Source: an optimization exercise on an open RTL-to-GDS flow (aim: small area and a short achievable clock period). Production flows keep margins and buffers that such runs may drop.
Function was checked by simulation only, so behaviour that the tests miss may differ from the original.

==> flow/design.v (outline; a module is shown in full before it is edited, if it fits) <==
// module Algorithmic_Multiplier: 4922 lines
// module Full_Adder: 4 lines
// module Half_Adder: 4 lines
// module Or_Gate: 3 lines
// module And_Gate: 3 lines
module Algorithmic_Multiplier(
    input signed [15:0] b0, b1, b2, b3,
    input signed [15:0] x0, x1, x2, x3,
    input clk,
    output signed [15:0] y0, y1, y2, y3
);
  // ...
==> flow/flow/run.sh <==
#!/bin/bash
# Standard ORFS layout, with the port buffers chosen here (flow/ports.tcl) and timing repair
# aimed at a period well below the design's, so that it sizes the critical paths.
set -euo pipefail
W=$PWD
export DONT_BUFFER_PORTS=1
export PRE_GLOBAL_PLACE_TCL=$W/flow/ports.tcl
export SKIP_BUFFER_REMOVAL=1
export SETUP_SLACK_MARGIN=15.8
export CTS_ARGS="-sink_clustering_enable -repair_clock_nets -sink_clustering_size 25 -sink_clustering_max_diameter 80 -dont_use_dummy_load"
bash standard.sh > $W/standard_make.log 2>&1
==> flow/flow/ports.tcl <==
# Buffer every input and output port (as the standard flow does), with small buffers on the
# inputs and a stronger one on the outputs, and keep those buffers through timing repair.
# Synthesis' pass-through buffers (flip-flop to output port) go first.
remove_buffers
buffer_ports -inputs -buffer_cell sky130_fd_sc_hd__buf_1
buffer_ports -outputs -buffer_cell sky130_fd_sc_hd__buf_4
# connect the new buffers to the power grid before they are marked don't-touch
global_connect
set kept 0
foreach bt [[ord::get_db_block] getBTerms] {
  set net [$bt getNet]
  if {[$net getSigType] eq "CLOCK" || [$bt getName] eq "clk"} { continue }
  foreach it [$net getITerms] {
    set inst [$it getInst]
    if {[string match "sky130_fd_sc_hd__buf_*" [[$inst getMaster] getName]]} {
      $inst setDoNotTouch 1
      incr kept
    }
  }
}
puts "port buffers kept: $kept"
==> flow/standard.sh <==
#!/bin/bash
# synth_recipe.tcl (not shown) runs the flow's synth.tcl, then flattens the netlist and writes it again
# the make line also repeats each setting of config.mk as NAME=value (left out here)
make -C /OpenROAD-flow-scripts/flow DESIGN_CONFIG=/design/flow/config.mk WORK_HOME=/design/flow/orfs CLKGATE_MAP_FILE= SYNTH_SCRIPT=/design/flow/synth_recipe.tcl "${@:-finish}"
==> flow/config.mk <==
export PLATFORM = sky130hd
export DESIGN_NAME = Algorithmic_Multiplier
export DESIGN_NICKNAME = Algorithmic_Multiplier
export VERILOG_FILES = /design/flow/design.v
export SDC_FILE = /design/flow/constraint.sdc
export NUM_CORES = 4
export LEC_CHECK = 0
export CAP_MARGIN = 20
export CORE_MARGIN = 2
export CORE_UTILIZATION = 70
export CTS_CLUSTER_DIAMETER = 80
export CTS_CLUSTER_SIZE = 25
export SLEW_MARGIN = 20
export SYNTH_HIERARCHICAL = 1
export SYNTH_MINIMUM_KEEP_SIZE = 0
==> flow/constraint.sdc <==
create_clock -name core_clock -period 21.0 [get_ports {clk}]
set_input_delay 4.2000 -clock core_clock [delete_from_list [all_inputs] [get_ports {clk}]]
set_output_delay 4.2000 -clock core_clock [all_outputs]
set_load 0.01 [all_outputs]
==> impl_metrics.py, run 1 <==
metrics = {
    "cts": {
        "cts_resized": 134,
        "ctsRootBufferMaster": "clkbuf_16",
        "hold_buffers": 0,
    },
    "run_status": {
        "status": "timing/DRC/antenna clean",
    },
    "global_route": {
        "grt_busiest_layer": "met2",
        "grt_use_met3": 0.0905,
        "grtUsageMet1": 0.464,
    },
    "route": {
        "wl_met1_um": 38600,
        "top_layer_used": "met5",
        "vias_per_cell": 5.86,
    },
    "yosys": {
        "ys_seq_elements": 590,
        "synth-xor-area-share": 0.0804,
        "synth_top_area_cell": "fa_1",
        "yosysMostFrequentCell": "fa_1",
        "synth_edf_count": 0,
        "async_reset_ff_frac": 0,
        "yosys-top-cells-count": "fa_1 (1051), nand2_1 (1018), dfxtp_1 (590), xnor2_1 (270), inv_1 (182)",
        "synth_compound_area_frac": 0,
        "synth_top_family_by_area": "adder cells",
    },
    "hold_path": {
        "whs_path_depth": 0,
        "hold_path.class": "reg2reg",
    },
    "setup_path": {
        "slowest_stage": "dfxtp_4",
        "path_delay_family": "flip-flops",
        "path_depth": 1,
        "endpoint": "y3[12]",
    },
    "layout": {
        "largest_class": "multi-input combinational cells",
        "clock_buffers": 38,
        "fin_util": 0.760,
    },
    "timing": {
        "timing.final.crit_share": 0.252,
        "setup_slack_ns": 15.72,
    },
    "place": {
        "place_ws_ns": 15.43,
        "portBuffers": 192,
    },
    "die": {
        "die_h_um": 252,
    },
}
==> run 2: changes to the inputs <==
--- a/flow/config.mk
+++ b/flow/config.mk
@@ -7,7 +7,7 @@
 export LEC_CHECK = 0
 export CAP_MARGIN = 20
 export CORE_MARGIN = 2
-export CORE_UTILIZATION = 70
+export CORE_UTILIZATION = 80
 export CTS_CLUSTER_DIAMETER = 80
 export CTS_CLUSTER_SIZE = 25
 export SLEW_MARGIN = 20
==> impl_metrics.py, run 2 <==
metrics = {
    "cts": {
        "cts_tree": "yes",
        "clk_pin_slew_ns": 0.09,
        "hold_buffers": 0,
        "cts-htree-levels": 2,
        "ctsRootBufferMaster": "clkbuf_16",
        "cts_sinks": 590,
        "cts_made_buffers": 37,
        "cts_max_path_buffers": 3,
        "clk_latency_ns": 0.63,
    },
    "hold_path": {
        "hold_start": "n4870_r1$_DFF_P_",
        "hold_path.class": "reg2reg",
        "whs_path_depth": 0,
        "hold_end": "n4870_r2$_DFF_P_",
    },
    "setup_path": {
        "critPathArrivalTime_ns": 6.32,
        "path_common_cell": "fa_1",
        "path_delay_family": "adder cells",
        "ff2ff_path_depth": 10,
        "critical_path_required_ns": 21.49,
        "worstPathBufferInverterCount": 1,
        "end_kind": "flip-flop",
        "r2r-end": "fs4665_r2$_DFF_P_",
        "worstSetupStartpointType": "flip-flop",
        "crit_type": "reg2reg",
        "cp_max_fo": 35,
        "slowest_stage": "xnor2_1",
        "slowest_delay_ns": 1.13,
        "r2r_slack_ns": 15.17,
        "cp_cell_sequence": "buf_6 -> nand2_1 -> fa_1 -> fa_1 -> fa_1 -> fa_1 -> xnor2_1 -> fa_1 -> fa_1 -> fa_1",
        "r2r-start": "hs2317_r1$_DFF_P_",
    },
    "layout": {
        "nFillCells": 2425,
        "num-nets-final": 4848,
        "area_growth_syn_to_layout_pct": 6.73,
        "layout_common_cells": "nand2_1 (1017), fa_1 (937), dfxtp_1 (498)",
        "drive_gt1_frac": 0.108,
        "final_common_cell": "nand2_1",
    },
    "die": {
        "io_pins": 193,
        "die_h_um": 236,
        "num_rows": 84,
        "core_um2": 52800,
        "start_util": 0.813,
        "die_w_um": 236,
        "dieArea_um2": 55500,
    },
    "yosys": {
        "synth-warning-count": 7,
        "syn_area_per_cell_um2": 12.0,
        "synth.top_cell.area_share": 0.490,
        "synth_top_area_cell": "fa_1",
        "synth_cell_type_count": 21,
        "yosys-top-cells-count": "fa_1 (1051), nand2_1 (1018), dfxtp_1 (590), xnor2_1 (270), inv_1 (182)",
        "async_reset_ff_frac": 0,
        "syn-num-nets": 4780,
        "synth_edf_count": 0,
        "yosysMostFrequentCell": "fa_1",
        "ys_seq_elements": 590,
        "synth_cells": 3586,
        "syn_area_um2": 42900,
        "synth_area_leaders": "fa_1 (49%), dfxtp_1 (28%), nand2_1 (8.9%), xnor2_1 (5.5%), xor2_1 (2.0%)",
        "ys_seq_area_frac": 0.275,
        "synth_flop_cell": "dfxtp_1",
    },
    "place": {
        "hpwl_um": 94100,
        "portBuffers": 192,
        "gp_congestion": 1.02,
        "place_ws_ns": 15.48,
    },
    "timing": {
        "fmax_ghz": 0.172,
        "hold_violations": 0,
        "setup_slack_ns": 15.17,
        "skew_ns": 0.0587,
        "maxSlewHeadroom": 0.0373,
        "worst_pin_slew_ns": 1.43,
        "timing.final.crit_share": 0.277,
        "fin_crit_ns": 5.83,
        "setup_violations": 0,
        "rsz0062_at_grt": "yes",
        "tns_ns": 0,
        "maxSlewViolCount": 0,
    },
    "global_route": {
        "grt_usage": 0.460,
        "gr-total-overflow": 0,
        "grt_max_degree": 60,
        "antenna_found_initial": 15,
        "grt_pass1_wl_um": 184000,
        "grt_pass1_vias": 31500,
    },
    "job": {
        "cap_violations": 0,
    },
    "route": {
        "drc": 0,
        "vias": 28400,
        "wl_per_cell_um": 29.7,
        "drt_iter0_markers": 3635,
        "antenna_left": 0,
        "vias_per_cell": 6.53,
        "routed_wl_um": 129000,
        "dr.pass1.iters": 7,
    },
    "run_status": {
        "status": "timing/DRC/antenna clean",
    },
}
==> run 2: cell count changes in the layout (fill, tap and decap cells not counted), moves of 2 or more <==
cell,change
xor2_2,+2
dfxtp_2,+8
dfxtp_4,-2
xor2_1,-2
fa_1,+3
dfxtp_1,-6
buf_4,-3
fa_2,-3
xnor2_2,-2
==> run 2: cell type report <==
class,instances,area (um^2),share of cell area
inverters,182,683,0.0149
well taps,688,861,0.0188
repair buffers,241,1360,0.0296
flip-flops and latches,590,12000,0.263
clock buffers,37,926,0.0202
multi-input cells,2602,29900,0.654
diodes,2,5.00,0.000109
==> run 2: metal layers <==
layer	routed length, um	vias up	track usage
li1	-	10600	-
met1	38200	14100	0.545
met2	58400	2709	0.713
met3	18200	918	0.134
met4	13800	20	0.367
met5	129	-	0
==> run 2: how the worst max path moves through the flow <==
| stage | start | to | slack [ns] | cells after the start |
|---|---|---|---|---|
| floorplan | fs4514_r2$_DFF_P_ | k5036_r3$_DFF_P_ | 15.96 | 13 |
| global placement | fs4514_r2$_DFF_P_ | k4944_r3$_DFF_P_ | 15.68 | 13 |
| detailed placement | fs2814_r2$_DFF_P_ | k4990_r3$_DFF_P_ | 15.48 | 14 |
| CTS | k5036_r3$_DFF_P_ | y3[15] | 15.67 | 1 |
| global route | hs2317_r1$_DFF_P_ | fs4665_r2$_DFF_P_ | 15.15 | 10 |
| finish | hs2317_r1$_DFF_P_ | fs4665_r2$_DFF_P_ | 15.17 | 10 |
==> run 2: kinds of logic after synthesis <==
kind of cell,share of synthesized area
adders and majority gates,0.494
muxes,0.00187
and+or+nand+nor,0.108
DFF,0.275
xor gates and xnor gates,0.0804
buffers and inverters,0.0401
==> run 2: stage by stage <==
stage	util	hold slack (ns)	cell area, um^2	instances
after floorplan	-	0.310	42900	3586
after global placement	0.830	0.311	43800	4264
after detailed placement	0.830	0.312	43800	4264
after CTS	0.854	0.322	45100	4306
after global routing	0.868	0.326	45800	4340
final	0.868	0.322	45800	4342
==> run 2: modules after synthesis (local to each module, per instance) <==
module / cells / flops+latches / times used / area (um^2)
Full_Adder: 1 / 0 / 1051 / 20.0
Half_Adder: 1 / 0 / 6 / 12.5
Algorithmic_Multiplier: 2408 / 590 / 1 / 21000
Or_Gate: 1 / 0 / 121 / 6.26
==> run 2: timing repair <==
| action | in CTS | in global routing |
|---|---|---|
| setup endpoints to repair | 83 | 89 |
| pin swaps | 12 | 70 |
| resized for setup | 121 | 171 |
| setup buffers | 5 | 34 |
==> run 3: changes to the inputs <==
--- a/flow/flow/run.sh
+++ b/flow/flow/run.sh
@@ -6,6 +6,6 @@
 export DONT_BUFFER_PORTS=1
 export PRE_GLOBAL_PLACE_TCL=$W/flow/ports.tcl
 export SKIP_BUFFER_REMOVAL=1
-export SETUP_SLACK_MARGIN=15.8
+export SETUP_SLACK_MARGIN=15.75
 export CTS_ARGS="-sink_clustering_enable -repair_clock_nets -sink_clustering_size 25 -sink_clustering_max_diameter 80 -dont_use_dummy_load"
 bash standard.sh > $W/standard_make.log 2>&1
--- a/flow/config.mk
+++ b/flow/config.mk
@@ -7,7 +7,7 @@
 export LEC_CHECK = 0
 export CAP_MARGIN = 20
 export CORE_MARGIN = 2
-export CORE_UTILIZATION = 80
+export CORE_UTILIZATION = 65
 export CTS_CLUSTER_DIAMETER = 80
 export CTS_CLUSTER_SIZE = 25
 export SLEW_MARGIN = 20
==> impl_metrics.py, run 3 <==
metrics = {
    "place": {
        "hpwl_um": 92500,
        "portBuffers": 192,
        "gp_congestion": 0.962,
        "placed_cells": 4439,
    },
    "global_route": {
        "antenna_found_initial": 5,
        "grt_pass1_wl_um": 169000,
        "grt_pass1_vias": 28700,
        "gr-total-overflow": 0,
        "grt_max_degree": 58,
        "grt_usage": 0.344,
    },
    "cts": {
        "clk_latency_ns": 0.60,
        "hold_buffers": 0,
        "cts_made_buffers": 40,
        "ctsRootBufferMaster": "clkbuf_16",
        "clk_pin_slew_ns": 0.09,
        "cts_tree": "yes",
        "cts_sinks": 590,
        "cts-htree-levels": 2,
        "cts_max_path_buffers": 3,
    },
    "yosys": {
        "yosysMostFrequentCell": "fa_1",
        "synth_cell_type_count": 21,
        "synth_edf_count": 0,
        "async_reset_ff_frac": 0,
        "synth.top_cell.area_share": 0.490,
        "syn-num-nets": 4780,
        "synth_area_leaders": "fa_1 (49%), dfxtp_1 (28%), nand2_1 (8.9%), xnor2_1 (5.5%), xor2_1 (2.0%)",
        "synth_flop_cell": "dfxtp_1",
        "syn_area_um2": 42900,
        "synth_cells": 3586,
        "synth-warning-count": 7,
        "synth_top_area_cell": "fa_1",
        "yosys-top-cells-count": "fa_1 (1051), nand2_1 (1018), dfxtp_1 (590), xnor2_1 (270), inv_1 (182)",
        "ys_seq_elements": 590,
        "syn_area_per_cell_um2": 12.0,
        "ys_seq_area_frac": 0.275,
    },
    "setup_path": {
        "worstSetupStartpointType": "flip-flop",
        "endpoint": "y3[12]",
        "worstPathBufferInverterCount": 1,
        "r2r-end": "k4944_r3$_DFF_P_",
        "path_depth": 1,
        "end_kind": "output pin",
        "ff2ff_path_depth": 12,
        "slowest_delay_ns": 0.37,
        "cp_cell_sequence": "buf_4",
        "r2r_slack_ns": 15.78,
        "cp_max_fo": 1,
        "path_delay_family": "flip-flops",
        "critPathArrivalTime_ns": 1.10,
        "slowest_stage": "dfxtp_4",
        "critical_path_required_ns": 16.80,
        "r2r-start": "fs3269_r2$_DFF_P_",
        "crit_start": "fs5025_r3$_DFF_P_",
        "crit_type": "reg2out",
    },
    "die": {
        "start_util": 0.655,
        "num_rows": 94,
        "io_pins": 193,
        "core_um2": 65500,
        "die_w_um": 261,
        "die_h_um": 261,
        "dieArea_um2": 68100,
    },
    "layout": {
        "fin_util": 0.700,
        "finalNonFillerCells": 4491,
        "area_growth_syn_to_layout_pct": 6.89,
        "seq_area_um2": 12000,
        "nFillCells": 4607,
        "drive_gt1_frac": 0.100,
        "multi_input_area_um2": 30000,
        "layout_common_cells": "nand2_1 (1015), fa_1 (935), dfxtp_1 (506)",
        "num-nets-final": 4822,
        "final_common_cell": "nand2_1",
    },
    "timing": {
        "hold_violations": 0,
        "maxSlewHeadroom": 0.380,
        "skew_ns": 0.0612,
        "tns_ns": 0,
        "fmax_ghz": 0.189,
        "timing.final.crit_share": 0.252,
        "rsz0062_at_grt": "yes",
        "fin_crit_ns": 5.30,
        "setup_violations": 0,
        "maxSlewViolCount": 0,
        "worst_pin_slew_ns": 0.928,
    },
    "route": {
        "vias": 25400,
        "drc": 0,
        "routed_wl_um": 112000,
        "wl_per_cell_um": 24.9,
        "antenna_left": 0,
        "vias_per_cell": 5.66,
        "dr.pass1.iters": 6,
        "drt_iter0_markers": 2086,
    },
    "run_status": {
        "status": "timing/DRC/antenna clean",
    },
    "hold_path": {
        "hold_path.class": "reg2reg",
    },
    "job": {
        "cap_violations": 0,
    },
}
[run 3: cell types whose count changed in the layout (fill, tap and decap cells not counted), moves of 3 or more]
cell	previous run	this run
buf_4	109	82
clkbuf_16	37	40
dfxtp_1	498	506
dfxtp_2	47	43
dfxtp_4	45	41
xnor2_1	258	255
[run 3: kinds of logic (layout without fill, tap and decap cells)]
group | Yosys count | after routing | synth area share
and+or+nand+nor | 1150 | 1150 | 0.108
muxes | 8 | 8 | 0.00187
buffers and inverters | 394 | 434 | 0.0401
other | 0 | 1 | 0
adders and majority gates | 1065 | 1065 | 0.494
xor gates and xnor gates | 379 | 379 | 0.0804
DFF | 590 | 590 | 0.275
[run 3: metal layers]
| metal | wire (um) | vias to the layer above | global-route usage |
|---|---|---|---|
| met4 | 7760 | 2 | 0.193 |
| met5 | 13 | - | 0 |
| met3 | 9980 | 300 | 0.0684 |
| li1 | - | 10500 | - |
| met1 | 41100 | 13300 | 0.442 |
| met2 | 53000 | 1326 | 0.556 |
[run 3: how the worst min path moves through the flow]
stage,startpoint,end,slack (ns),cells past startpoint
after floorplan,fs4695_r2$_DFF_P_,fs4695_r3$_DFF_P_,0.31,0
after global placement,x253_r1$_DFF_P_,x253_r2$_DFF_P_,0.31,0
after detailed placement,n4878_r1$_DFF_P_,n4878_r2$_DFF_P_,0.31,0
after CTS,x646_r1$_DFF_P_,x646_r2$_DFF_P_,0.32,0
after global routing,x646_r1$_DFF_P_,x646_r2$_DFF_P_,0.33,0
final,x646_r1$_DFF_P_,x646_r2$_DFF_P_,0.32,0
[run 3: cell type report]
| type | count | area share |
|---|---|---|
| antenna | 1 | 0.0000545 |
| sequential | 590 | 0.262 |
| tap | 864 | 0.0236 |
| inverter | 182 | 0.0149 |
| multi-input combinational | 2602 | 0.653 |
| timing repair buffer | 212 | 0.0244 |
| clock buffer | 40 | 0.0218 |
[run 3: per-module statistics from Yosys, one instance, submodules excluded]
module / times used / flops+latches / cells / area [um^2]
Algorithmic_Multiplier: 1 / 590 / 2408 / 21000
Full_Adder: 1051 / 0 / 1 / 20.0
Half_Adder: 6 / 0 / 1 / 12.5
Or_Gate: 121 / 0 / 1 / 6.26
[run 3: timing repair]
action / in CTS / in global routing
buffers inserted: 1 / 10
pin swaps: 8 / 78
resized for setup: 104 / 177
endpoints found under the setup margin: 49 / 52
[run 3: per-stage QoR]
stage	worst slack [ns]	hold slack, ns	instance area [um^2]
final	15.70	0.316	45900
after global routing	15.64	0.327	45900
after CTS	15.66	0.317	45300
after detailed placement	15.31	0.312	44000
after global placement	15.34	0.310	44000
after floorplan	15.96	0.310	42900
==> run 4: changes to the inputs <==
--- a/flow/config.mk
+++ b/flow/config.mk
@@ -7,7 +7,7 @@
 export LEC_CHECK = 0
 export CAP_MARGIN = 20
 export CORE_MARGIN = 2
-export CORE_UTILIZATION = 65
+export CORE_UTILIZATION = 70
 export CTS_CLUSTER_DIAMETER = 80
 export CTS_CLUSTER_SIZE = 25
 export SLEW_MARGIN = 20
==> impl_metrics.py, run 4 <==
metrics = {
    "run_status": {
        "status": "timing/DRC/antenna clean",
    },
    "layout": {
        "num-nets-final": 4838,
        "drive_gt1_frac": 0.0969,
        "fin_util": 0.756,
        "layout_common_cells": "nand2_1 (1018), fa_1 (952), dfxtp_1 (510)",
        "finalNonFillerCells": 4425,
        "area_growth_syn_to_layout_pct": 6.57,
        "final_common_cell": "nand2_1",
    },
    "place": {
        "gp_congestion": 0.959,
        "hpwl_um": 92400,
        "placed_cells": 4358,
        "portBuffers": 192,
    },
    "die": {
        "core_um2": 60500,
        "start_util": 0.710,
        "dieArea_um2": 63300,
        "die_w_um": 252,
        "num_rows": 90,
        "die_h_um": 252,
        "io_pins": 193,
    },
    "global_route": {
        "grt_pass1_vias": 29600,
        "grt_max_degree": 62,
        "antenna_found_initial": 8,
        "grt_usage": 0.374,
        "gr-total-overflow": 0,
        "grt_pass1_wl_um": 171000,
    },
    "route": {
        "wl_per_cell_um": 25.5,
        "drc": 0,
        "vias": 26000,
        "vias_per_cell": 5.88,
        "routed_wl_um": 113000,
        "antenna_left": 0,
        "dr.pass1.iters": 6,
        "drt_iter0_markers": 2200,
    },
    "setup_path": {
        "path_delay_family": "flip-flops",
        "crit_start": "k5036_r3$_DFF_P_",
        "worstSetupStartpointType": "flip-flop",
        "slowest_stage": "dfxtp_4",
        "cp_cell_sequence": "buf_4",
        "r2r_slack_ns": 15.82,
        "critPathArrivalTime_ns": 1.08,
        "slowest_delay_ns": 0.36,
        "worstPathBufferInverterCount": 1,
        "critical_path_required_ns": 16.80,
        "cp_max_fo": 1,
        "r2r-start": "fs2817_r2$_DFF_P_",
        "crit_type": "reg2out",
        "end_kind": "output pin",
    },
    "yosys": {
        "synth_edf_count": 0,
        "synth_top_area_cell": "fa_1",
        "ys_seq_elements": 590,
        "syn-num-nets": 4780,
        "synth_area_leaders": "fa_1 (49%), dfxtp_1 (28%), nand2_1 (8.9%), xnor2_1 (5.5%), xor2_1 (2.0%)",
        "async_reset_ff_frac": 0,
        "ys_seq_area_frac": 0.275,
        "synth.top_cell.area_share": 0.490,
        "synth_cells": 3586,
        "syn_area_per_cell_um2": 12.0,
        "synth-warning-count": 7,
        "yosys-top-cells-count": "fa_1 (1051), nand2_1 (1018), dfxtp_1 (590), xnor2_1 (270), inv_1 (182)",
        "syn_area_um2": 42900,
        "synth_flop_cell": "dfxtp_1",
        "synth_cell_type_count": 21,
        "yosysMostFrequentCell": "fa_1",
    },
    "cts": {
        "clk_pin_slew_ns": 0.10,
        "cts-htree-levels": 2,
        "clk_latency_ns": 0.59,
        "cts_max_path_buffers": 3,
        "ctsRootBufferMaster": "clkbuf_16",
        "cts_made_buffers": 38,
        "cts_tree": "yes",
        "hold_buffers": 0,
        "cts_sinks": 590,
    },
    "timing": {
        "maxSlewHeadroom": 0.315,
        "skew_ns": 0.0764,
        "tns_ns": 0,
        "setup_violations": 0,
        "hold_ws_ns": 0.291,
        "worst_pin_slew_ns": 1.03,
        "fmax_ghz": 0.189,
        "maxSlewViolCount": 0,
        "timing.final.crit_share": 0.252,
        "hold_violations": 0,
        "rsz0062_at_grt": "yes",
        "fin_crit_ns": 5.28,
    },
    "job": {
        "cap_violations": 0,
    },
    "hold_path": {
        "hold_path.class": "reg2reg",
        "hold_start": "x163_r1$_DFF_P_",
    },
}
==> run 4: cells by family after synthesis <==
group,Yosys count,share of synthesized area
multiplexers,8,0.00187
buffers and inverters,394,0.0401
XOR/XNOR,379,0.0804
flip-flops,590,0.275
AND/OR/NAND/NOR,1150,0.108
adder cells (fa/ha/maj),1065,0.494
==> run 4: worst register-to-register path: stages (launching register included) <==
cell and delay (ns):
dfxtp_1 0.37, fa_2 0.50, xor2_2 0.21, buf_4 0.15, fa_1 0.43, fa_1 0.38, fa_1 0.61, fa_2 0.50
fa_2 0.39, fa_2 0.43, fa_2 0.42, buf_4 0.17, ha_1 0.18, mux2i_1 0.18, xnor2_1 0.15
==> run 4: timing repair <==
action,4_1_cts,5_1_grt
pin swaps,19,54
gates resized for setup,107,144
endpoints found under the setup margin,56,56
buffers inserted,5,23
gates cloned,0,0
==> run 4: metrics by stage <==
step           setup WS (ns)  area, um^2
2_1_floorplan          15.96       42900
3_3_place_gp           15.46       43900
3_5_place_dp           15.43       43900
4_1_cts                15.69       45100
5_1_grt                15.66       45700
6_report               15.72       45700
==> run 4: final timing paths <==
| kind | to | depth (start not counted) |
|---|---|---|
| worst max-delay path | y3[15] | 1 |
| worst min-delay path | x163_r2$_DFF_P_ | 0 |
| worst max register to register | k4943_r3$_DFF_P_ | 14 |
| worst min register to register | x163_r2$_DFF_P_ | 0 |
==> run 4: routing by layer <==
layer  GRT usage  routed length (um)
met5           0                  34
met4       0.221                8090
met1       0.465               38200
met2       0.604               54300
met3      0.0899               12200
==> run 4: layout make-up <==
class                           instances  area [um^2]
Multi-Input combinational cell       2602        29900
Fill cell                            3883        14700
Sequential cell                       590        12000
Timing Repair Buffer                  230         1250
Tap cell                              782          978
Clock buffer                           38          951
Inverter                              182          683
Antenna cell                            1         2.50
==> run 4: modules after synthesis, one instance, submodules excluded <==
module                  area (um^2)  flip-flops and latches  cells  times used
Or_Gate                        6.26                       0      1         121
Full_Adder                     20.0                       0      1        1051
Half_Adder                     12.5                       0      1           6
Algorithmic_Multiplier        21000                     590   2408           1
==> run 5: changes to the inputs <==
--- a/flow/flow/run.sh
+++ b/flow/flow/run.sh
@@ -7,5 +7,5 @@
 export PRE_GLOBAL_PLACE_TCL=$W/flow/ports.tcl
 export SKIP_BUFFER_REMOVAL=1
 export SETUP_SLACK_MARGIN=15.75
-export CTS_ARGS="-sink_clustering_enable -repair_clock_nets -sink_clustering_size 25 -sink_clustering_max_diameter 80 -dont_use_dummy_load"
+export CTS_ARGS="-sink_clustering_enable -repair_clock_nets -sink_clustering_size 30 -sink_clustering_max_diameter 100 -dont_use_dummy_load"
 bash standard.sh > $W/standard_make.log 2>&1
==> impl_metrics.py, run 5 <==
metrics = {
    "setup_path": {
        "slowest_delay_ns": 0.39,
        "critical_path_required_ns": 16.80,
        "path_delay_family": "flip-flops",
        "end_kind": "output pin",
        "worstSetupStartpointType": "flip-flop",
        "crit_type": "reg2out",
        "cp_max_fo": 1,
        "worstPathBufferInverterCount": 1,
        "slowest_stage": "dfxtp_4",
        "critPathArrivalTime_ns": 1.19,
        "cp_cell_sequence": "buf_4",
    },
    "die": {
        "num_rows": 90,
        "io_pins": 193,
        "die_h_um": 252,
        "die_w_um": 252,
        "dieArea_um2": 63300,
        "start_util": 0.710,
        "core_um2": 60500,
    },
    "timing": {
        "skew_ns": 0.0842,
        "fmax_ghz": 0.185,
        "tns_ns": 0,
        "worst_pin_slew_ns": 1.01,
        "timing.final.crit_share": 0.257,
        "rsz0062_at_grt": "yes",
        "hold_violations": 0,
        "maxSlewHeadroom": 0.324,
        "setup_violations": 0,
        "maxSlewViolCount": 0,
        "fin_crit_ns": 5.39,
    },
    "route": {
        "vias_per_cell": 5.87,
        "antenna_left": 0,
        "dr.pass1.iters": 5,
        "drt_iter0_markers": 2465,
        "wl_per_cell_um": 25.4,
        "vias": 25900,
        "drc": 0,
        "routed_wl_um": 112000,
    },
    "yosys": {
        "synth_area_leaders": "fa_1 (49%), dfxtp_1 (28%), nand2_1 (8.9%), xnor2_1 (5.5%), xor2_1 (2.0%)",
        "yosysMostFrequentCell": "fa_1",
        "synth-warning-count": 7,
        "synth.top_cell.area_share": 0.490,
        "ys_seq_elements": 590,
        "ys_seq_area_frac": 0.275,
        "synth_cell_type_count": 21,
        "syn_area_per_cell_um2": 12.0,
        "synth_cells": 3586,
        "synth_edf_count": 0,
        "syn_area_um2": 42900,
        "synth_flop_cell": "dfxtp_1",
        "syn-num-nets": 4780,
        "synth_top_area_cell": "fa_1",
        "yosys-top-cells-count": "fa_1 (1051), nand2_1 (1018), dfxtp_1 (590), xnor2_1 (270), inv_1 (182)",
        "async_reset_ff_frac": 0,
    },
    "layout": {
        "layout_common_cells": "nand2_1 (1018), fa_1 (954), dfxtp_1 (515)",
        "drive_gt1_frac": 0.0935,
        "fin_util": 0.753,
        "area_growth_syn_to_layout_pct": 6.12,
        "final_common_cell": "nand2_1",
        "num_antenna_cells": 0,
        "num-nets-final": 4833,
    },
    "global_route": {
        "grt_use_met3": 0.0757,
        "antenna_found_initial": 5,
        "grt_busiest_layer": "met2",
        "grt_usage": 0.372,
        "gr-total-overflow": 0,
        "grtUsageMet1": 0.476,
        "grt_max_degree": 62,
        "grt_pass1_vias": 29300,
        "grt_pass1_wl_um": 171000,
        "gr-usage-met2": 0.607,
    },
    "cts": {
        "ctsRootBufferMaster": "clkbuf_16",
        "clk_pin_slew_ns": 0.11,
        "cts_max_path_buffers": 3,
        "cts-htree-levels": 1,
        "cts_sinks": 590,
        "cts_made_buffers": 30,
        "hold_buffers": 0,
        "clk_latency_ns": 0.67,
        "cts_tree": "yes",
    },
    "job": {
        "cap_violations": 0,
    },
    "run_status": {
        "status": "timing/DRC/antenna clean",
    },
    "hold_path": {
        "hold_path.class": "reg2reg",
    },
    "place": {
        "gp_congestion": 0.959,
        "portBuffers": 192,
        "hpwl_um": 92400,
    },
}
## run 5: cell counts after synthesis
Identical to the previous run, type by type.
## run 5: logic make-up after synthesis
logic type	count (synthesis)	synth area share
buffers and inverters	394	0.0401
XOR/XNOR	379	0.0804
multiplexers	8	0.00187
adder cells (fa/ha/maj)	1065	0.494
AND/OR/NAND/NOR	1150	0.108
flip-flops	590	0.275
## run 5: final cells by class
type	count	area, um^2
flip-flops and latches	590	12000
multi-input cells	2602	29900
fillers	3962	14900
repair buffers	233	1280
clock buffers	30	751
well taps	782	978
inverters	182	683
## run 5: modules after synthesis, one instance, submodules excluded
| module | cells | cell area (um^2) |
|---|---|---|
| Half_Adder | 1 | 12.5 |
| Algorithmic_Multiplier | 2408 | 21000 |
| Full_Adder | 1 | 20.0 |
| Or_Gate | 1 | 6.26 |
## run 5: stage by stage
step / setup WS [ns] / cells / cell area (um^2) / hold WS [ns]
after floorplan: 15.96 / 3586 / 42900 / 0.310
final: 15.61 / 4419 / 45500 / 0.292
after detailed placement: 15.43 / 4358 / 43900 / 0.312
after global placement: 15.46 / 4358 / 43900 / 0.311
after global routing: 15.58 / 4419 / 45500 / 0.293
after CTS: 15.59 / 4393 / 44900 / 0.299
## run 5: path summary, 6_finish.rpt
path                           from          endpoint  slack (ns)  cells after the start
setup reg to reg  fs4251_r2$_DFF_P_  k4944_r3$_DFF_P_       15.76                     13
hold reg to reg    x1042_r1$_DFF_P_  x1042_r2$_DFF_P_        0.29                      0
setup / recovery  fs5025_r3$_DFF_P_            y3[12]       15.61                      1
hold / removal     x1042_r1$_DFF_P_  x1042_r2$_DFF_P_        0.29                      0
## run 5: routing by layer
layer / wire, um / share of wire
met5: 13 / 0.00012
met4: 7440 / 0.066
met3: 11100 / 0.099
met2: 54400 / 0.48
met1: 39200 / 0.35
## run 5: repair_timing
action,4_1_cts,5_1_grt
setup buffers,5,26
pin swaps,21,48
resized for setup,103,135
endpoints found under the setup margin,78,85
==> run 6: changes to the inputs <==
--- a/flow/flow/run.sh
+++ b/flow/flow/run.sh
@@ -7,5 +7,5 @@
 export PRE_GLOBAL_PLACE_TCL=$W/flow/ports.tcl
 export SKIP_BUFFER_REMOVAL=1
 export SETUP_SLACK_MARGIN=15.75
-export CTS_ARGS="-sink_clustering_enable -repair_clock_nets -sink_clustering_size 30 -sink_clustering_max_diameter 100 -dont_use_dummy_load"
+export CTS_ARGS="-sink_clustering_enable -repair_clock_nets -sink_clustering_size 25 -sink_clustering_max_diameter 80 -dont_use_dummy_load"
 bash standard.sh > $W/standard_make.log 2>&1
--- a/flow/flow/ports.tcl
+++ b/flow/flow/ports.tcl
@@ -1,9 +1,9 @@
 # Buffer every input and output port (as the standard flow does), with small buffers on the
-# inputs and a stronger one on the outputs, and keep those buffers through timing repair.
+# inputs and buf_2 on the outputs, and keep those buffers through timing repair.
 # Synthesis' pass-through buffers (flip-flop to output port) go first.
 remove_buffers
 buffer_ports -inputs -buffer_cell sky130_fd_sc_hd__buf_1
-buffer_ports -outputs -buffer_cell sky130_fd_sc_hd__buf_4
+buffer_ports -outputs -buffer_cell sky130_fd_sc_hd__buf_2
 # connect the new buffers to the power grid before they are marked don't-touch
 global_connect
 set kept 0
==> impl_metrics.py, run 6 <==
metrics = {
    "timing": {
        "hold_violations": 0,
        "timing.final.crit_share": 0.251,
        "fmax_ghz": 0.190,
        "skew_ns": 0.0534,
        "maxSlewHeadroom": 0.359,
        "maxSlewViolCount": 0,
        "rsz0062_at_grt": "yes",
        "setup_violations": 0,
        "setup_slack_ns": 15.73,
        "fin_crit_ns": 5.27,
        "tns_ns": 0,
        "worst_pin_slew_ns": 0.959,
    },
    "setup_path": {
        "slowest_stage": "dfxtp_4",
        "slowest_delay_ns": 0.38,
        "worstPathBufferInverterCount": 1,
        "cp_cell_sequence": "buf_2",
        "critical_path_required_ns": 16.80,
        "path_delay_family": "flip-flops",
        "end_kind": "output pin",
        "worstSetupStartpointType": "flip-flop",
        "cp_max_fo": 1,
        "critPathArrivalTime_ns": 1.07,
        "crit_type": "reg2out",
    },
    "yosys": {
        "syn_area_um2": 42900,
        "yosysMostFrequentCell": "fa_1",
        "yosys-top-cells-count": "fa_1 (1051), nand2_1 (1018), dfxtp_1 (590), xnor2_1 (270), inv_1 (182)",
        "synth_flop_cell": "dfxtp_1",
        "syn-num-nets": 4780,
        "syn_area_per_cell_um2": 12.0,
        "synth-warning-count": 7,
        "synth_cell_type_count": 21,
        "synth_edf_count": 0,
        "synth_cells": 3586,
        "ys_seq_elements": 590,
        "async_reset_ff_frac": 0,
        "synth_area_leaders": "fa_1 (49%), dfxtp_1 (28%), nand2_1 (8.9%), xnor2_1 (5.5%), xor2_1 (2.0%)",
        "ys_seq_area_frac": 0.275,
        "synth_top_area_cell": "fa_1",
        "synth.top_cell.area_share": 0.490,
    },
    "job": {
        "cap_violations": 0,
    },
    "place": {
        "hpwl_um": 92900,
        "portBuffers": 192,
        "place_ws_ns": 15.40,
        "gp_congestion": 0.998,
        "placed_cells": 4356,
    },
    "global_route": {
        "grt_usage": 0.375,
        "gr-total-overflow": 0,
        "grt_pass1_wl_um": 172000,
        "grt_max_degree": 60,
        "antenna_found_initial": 3,
        "grt_pass1_vias": 29500,
    },
    "cts": {
        "cts_sinks": 590,
        "cts-htree-levels": 2,
        "ctsRootBufferMaster": "clkbuf_16",
        "cts_tree": "yes",
        "cts_made_buffers": 38,
        "cts_max_path_buffers": 3,
        "clk_pin_slew_ns": 0.08,
        "clk_latency_ns": 0.59,
    },
    "route": {
        "vias_per_cell": 5.87,
        "wl_met3_um": 11500,
        "drt_iter0_markers": 2330,
        "routed_wl_um": 113000,
        "wl_per_cell_um": 25.5,
        "dr.pass1.iters": 5,
        "wl_met1_um": 39300,
        "top_layer_used": "met5",
        "antenna_left": 0,
        "wl_met2_um": 55100,
        "drc": 0,
        "vias": 26000,
    },
    "layout": {
        "layout_common_cells": "nand2_1 (1017), fa_1 (932), dfxtp_1 (491)",
        "final_common_cell": "nand2_1",
        "num-nets-final": 4852,
        "finalNonFillerCells": 4438,
        "num_antenna_cells": 0,
        "area_growth_syn_to_layout_pct": 6.86,
        "drive_gt1_frac": 0.114,
    },
    "die": {
        "die_h_um": 252,
        "start_util": 0.710,
        "core_um2": 60500,
        "dieArea_um2": 63300,
        "num_rows": 90,
        "die_w_um": 252,
        "io_pins": 193,
    },
    "run_status": {
        "status": "timing/DRC/antenna clean",
    },
    "hold_path": {
        "hold_path.class": "reg2reg",
    },
}
run 6: changes by cell type in the layout (fill, tap and decap cells not counted), moves of 2 or more:
cell,before,now
buf_2,0,64
buf_4,102,50
clkbuf_16,30,38
dfxtp_1,515,491
dfxtp_2,41,43
dfxtp_4,34,56
fa_1,954,932
fa_2,97,119
inv_1,182,180
inv_2,0,2
xnor2_1,258,252
xnor2_2,13,17
xnor2_4,1,3
run 6: modules after synthesis (local to each module, per instance):
module	flip-flops and latches	copies in the design	cell area, um^2	cells
Half_Adder	0	6	12.5	1
Algorithmic_Multiplier	590	1	21000	2408
Or_Gate	0	121	6.26	1
Full_Adder	0	1051	20.0	1
run 6: what timing repair did:
action | in CTS | in global routing
setup endpoints to repair | 45 | 64
resized for setup | 115 | 200
hold buffers | 0 | 0
setup buffers | 3 | 41
pin swaps | 15 | 71
run 6: through the flow:
step | area [um^2] | utilization | hold slack, ns
finish | 45900 | 0.758 | 0.314
global route | 45900 | 0.758 | 0.324
CTS | 45000 | 0.744 | 0.318
detailed placement | 43700 | 0.723 | 0.312
global placement | 43700 | 0.723 | 0.310
floorplan | 42900 | - | 0.310
run 6: cells by family after synthesis:
family / after synthesis / share of synthesized area
DFF: 590 / 0.275
muxes: 8 / 0.00187
buffers and inverters: 394 / 0.0401
adders and majority gates: 1065 / 0.494
xor gates and xnor gates: 379 / 0.0804
and+or+nand+nor: 1150 / 0.108
run 6: final cells by class:
class / instances / area [um^2]
fill: 3876 / 14600
tap: 782 / 978
inverter: 182 / 683
sequential: 590 / 12100
timing repair buffer: 244 / 1190
clock buffer: 38 / 951
multi-input combinational: 2602 / 30000
run 6: worst paths after layout:
kind,start,endpoint,slack [ns],cells past startpoint
hold / removal,n4878_r1$_DFF_P_,n4878_r2$_DFF_P_,0.31,0
setup reg to reg,fc4464_r2$_DFF_P_,k4897_r3$_DFF_P_,15.85,13
setup / recovery,k5035_r3$_DFF_P_,y3[14],15.73,1
hold reg to reg,n4878_r1$_DFF_P_,n4878_r2$_DFF_P_,0.31,0
run 6: routing by layer:
metal | GRT usage | vias up
li1 | - | 10600
met1 | 0.474 | 13600
met2 | 0.606 | 1556
met3 | 0.0887 | 316
met4 | 0.208 | 2
met5 | 0 | -

[re-timing with driven ports]
In the flow no input, the clock included, has a driving cell. The finished layouts below were timed again as built, in two steps.
Step 1 sets driving cells, clkbuf_16 on the clock port and buf_2 on the other inputs (assumed; they add their load-dependent delay and slew).
Step 2 adds t to the input delays and takes it off the output delays; t is the mean of the earliest and latest rising clock arrival at the registers after step 1. Input paths then give back, and output paths get back, about the clock's delay inside the block.
a / b / c = ideal ports / drivers / drivers and shift; a / b = the first two.
run | shift t [ns] | slack for setup (ns) | worst hold slack (ns) | pins driven straight from the clock port
run 1 | 0.622 | 15.717 / 15.652 / 15.860 | 0.290 / 0.290 / 0.290 | 1
run 2 | 0.660 | 15.175 / 15.175 / 15.175 | 0.322 / 0.322 / 0.322 | 1
run 3 | 0.639 | 15.704 / 15.635 / 15.778 | 0.316 / 0.316 / 0.316 | 1
run 4 | 0.624 | 15.717 / 15.649 / 15.815 | 0.291 / 0.291 / 0.291 | 1
run 5 | 0.693 | 15.609 / 15.543 / 15.759 | 0.292 / 0.292 / 0.292 | 1
run 6 | 0.631 | 15.729 / 15.663 / 15.855 | 0.314 / 0.314 / 0.314 | 1
After both steps setup and hold are still met in every run listed.
